From an optimization exercise on the open Yosys and OpenROAD flow, aimed at small area and a short achievable clock period; shortcuts taken in it are not production practice. Function was checked by simulation only, so behaviour that the tests miss may differ from the original.

old:
// FPUFMAPipe
module FPUFMAPipe(
  input         clock,
                reset,
                io_in_valid,
                io_in_bits_ren3,
                io_in_bits_swap23,
  input  [2:0]  io_in_bits_rm,
  input  [1:0]  io_in_bits_fmaCmd,
  input  [64:0] io_in_bits_in1,
                io_in_bits_in2,
                io_in_bits_in3,
  output        io_out_valid,
  output [64:0] io_out_bits_data,
  output [4:0]  io_out_bits_exc
);
==> flow/config.mk <==
export PLATFORM = sky130hd
export DESIGN_NAME = FPUFMAPipe
export DESIGN_NICKNAME = FPUFMAPipe
export VERILOG_FILES = /design/flow/design.v
export SDC_FILE = /design/flow/constraint.sdc
export NUM_CORES = 8
export LEC_CHECK = 0
export ABC_AREA = 1
export CAP_MARGIN = 20
export CORE_MARGIN = 2
export CORE_UTILIZATION = 38
export SLEW_MARGIN = 20
==> flow/constraint.sdc <==
create_clock -name core_clock -period 16.0 [get_ports {clock}]
set_input_delay 3.2000 -clock core_clock [delete_from_list [all_inputs] [get_ports {clock}]]
set_output_delay 3.2000 -clock core_clock [all_outputs]
set_load 0.01 [all_outputs]
standard.sh (not shown) runs the stock make flow with config.mk's settings and CLKGATE_MAP_FILE= SYNTH_SCRIPT=/design/flow/synth_recipe.tcl, a recipe that flattens the netlist after the stock synthesis.
==> flow/flow/run.sh <==
#!/bin/bash
# The standard layout (standard synthesis, floorplan, placement, CTS, routing), with
# two changes: the setup repair is asked to leave extra setup slack, and the buffers
# that every input and output port gets are sky130_fd_sc_hd__buf_2 cells (smaller and
# faster than the delay cells buffer_ports picks by default). The make output goes to
# flow.log, and ORFS keeps each step's full log under orfs/logs/.
set -uo pipefail
bash standard.sh SETUP_SLACK_MARGIN=10.65 "BUFFER_PORTS_ARGS=-buffer_cell sky130_fd_sc_hd__buf_2" finish > flow.log 2>&1
### old -> new
--- a/flow/design.v
+++ b/flow/design.v
@@ -71,29 +71,30 @@
         assign bNeg[gi] = y2;
       end
     end
   endgenerate
   wire [52:0] sigCx = {~zC, c[51:0]} ^ {53{doSub}};
   reg         v0;
-  reg  [52:0] e0_sigA;
-  reg  [26:0] e0_one, e0_two;
+  reg  [52:0] e0_sigAn;            
+  reg  [26:0] e0_onen, e0_twon;
   reg  [25:0] e0_neg;
-  reg  [52:0] e0_sigCx;
+  reg  [52:0] e0_sigCxn;           
+  wire [52:0] e0_sigCx = ~e0_sigCxn;
   reg         e0_doSub, e0_signProd, e0_zAB, e0_zC;
   reg  [13:0] e0_sNat;
   reg  [12:0] e0_sExpProd;
   reg  [11:0] e0_expC;
   reg         e0_invalid, e0_isNaN, e0_isInf, e0_addZeros, e0_signK, e0_signEn;
   reg  [2:0]  e0_rm;
   always @(posedge clock) begin
     v0 <= io_in_valid;
-    e0_sigA <= {~zA, a[51:0]};
-    e0_one <= bOne;
-    e0_two <= bTwo;
+    e0_sigAn <= ~{~zA, a[51:0]};
+    e0_onen <= ~bOne;
+    e0_twon <= ~bTwo;
     e0_neg <= bNeg;
-    e0_sigCx <= sigCx;
+    e0_sigCxn <= ~sigCx;
     e0_doSub <= doSub;
     e0_signProd <= signProd;
     e0_zAB <= zA | zB;
     e0_zC <= zC;
     e0_sNat <= sNat;
     e0_sExpProd <= sExpProd;
@@ -130,26 +131,28 @@
                       reduced4CExtra_shift[30], reduced4CExtra_shift[31], reduced4CExtra_shift[32],
                       reduced4CExtra_shift[33], reduced4CExtra_shift[34], reduced4CExtra_shift[35],
                       reduced4CExtra_shift[36]};
   wire bit0AlignedSigC = e0_doSub ? (&lowC) & ~(|cGen) : (|lowC) | (|cGen);
   wire [106:0] tr0, tr1;
   fma_booth_tree tree (
-    .a(e0_sigA), .one(e0_one), .two(e0_two), .neg(e0_neg),
+    .a(~e0_sigAn), .one(~e0_onen), .two(~e0_twon), .neg(e0_neg),
     .cadd(cadd), .r0(tr0), .r1(tr1));
   reg          v1;
-  reg  [106:0] e1_r0, e1_r1;
+  reg  [106:0] e1_r0n, e1_r1n;    
+  wire [106:0] e1_r0 = ~e1_r0n;
+  wire [106:0] e1_r1 = ~e1_r1n;
   reg  [54:0]  e1_high;
   reg          e1_bit0, e1_doSub, e1_CIsDom, e1_signProd;
   reg  [5:0]   e1_CAlignDist;
   reg  [12:0]  e1_sExpSum;
   reg          e1_invalid, e1_isNaN, e1_isInf, e1_addZeros, e1_signK, e1_signEn;
   reg  [2:0]   e1_rm;
   always @(posedge clock) begin
     if (reset) v1 <= 1'b0; else v1 <= v0;
-    e1_r0 <= tr0;
-    e1_r1 <= tr1;
+    e1_r0n <= ~tr0;
+    e1_r1n <= ~tr1;
     e1_high <= highC;
     e1_bit0 <= bit0AlignedSigC;
     e1_doSub <= e0_doSub;
     e1_CIsDom <= e0_CIsDom;
     e1_signProd <= e0_signProd;
     e1_CAlignDist <= CAlignDist[5:0];
@@ -159,17 +162,21 @@
     e1_isInf <= e0_isInf;
     e1_addZeros <= e0_addZeros;
     e1_signK <= e0_signK;
     e1_signEn <= e0_signEn;
     e1_rm <= e0_rm;
   end
-  wire [105:0] sum0, sum1;
-  wire c105_0, c105_1;
+  wire [105:0] sum0n, sum1n;
+  wire c105_0n, c105_1n;
   wire sumIsM1;    
-  fma_cpa cpa (.x(e1_r0[105:0]), .y(e1_r1[105:0]), .sum0(sum0), .sum1(sum1),
-               .cout0(c105_0), .cout1(c105_1), .pall(sumIsM1));
+  fma_cpa cpa (.x(e1_r0n[105:0]), .y(e1_r1n[105:0]), .sum0(sum0n), .sum1(sum1n),
+               .cout0(c105_0n), .cout1(c105_1n), .pall(sumIsM1));
+  wire [105:0] sum0 = ~sum1n;
+  wire [105:0] sum1 = ~sum0n;
+  wire c105_0 = ~c105_1n;
+  wire c105_1 = ~c105_0n;
   wire m106 = e1_r0[106] ^ e1_r1[106];
   wire mAR106_0 = m106 ^ c105_0;
   wire mAR106_1 = m106 ^ c105_1;
   wire [54:0] hiOnes;
   assign hiOnes[0] = 1'b1;
   genvar hi;
- Compared to old, new has total of clock buffers placed in the layout 1 lower.
- Number of nets produced by synthesis, new vs old: up slightly
- Number of sinks handled by clock tree synthesis: new vs old identical
- | adder-cell share of the synthesized area | higher: old |
- Across both runs, critical path data arrival time was lower for new than for old.
- new vs old on worst hold slack: new is the higher one.
- Looking at global-route total usage across every layer, new sits 1.6 points below old.
- new ends up with a worst setup slack that is 35 ps higher than in old.
- new ended up with fa_1 as its slowest cell on the critical path; old ended up with fa_2.
- Average detailed-routed wire length per instance, old and new: lower on new

afterwards: timing with drivers on the ports:
Ports are ideal in the flow. The routed layouts listed here were re-timed in OpenROAD.
Step 1 sets driving cells, clkbuf_16 on the clock port and buf_2 on the other inputs (assumed; they add their load-dependent delay and slew).
Step 2 times the ports against the registers' clock, not the clock port: input delays grow and output delays shrink by t, the midpoint of the rising clock arrivals with the driver on.
Three values: no drivers, after step 1, after step 2; two values: the first two.
run	t (ns)	setup slack, ns	worst setup path at the end	worst slew at a driven data input, ns	pins driven straight from the clock port
old	0.991	10.523 / 10.523 / 9.712	input to register	0.14	1
new	0.956	10.558 / 10.558 / 9.716	input to register	0.08	1
After both steps setup and hold are still met in every run listed. The setup slack of new, which loses most, moves by 0.000 ns with the drivers and by -0.842 ns with both steps.
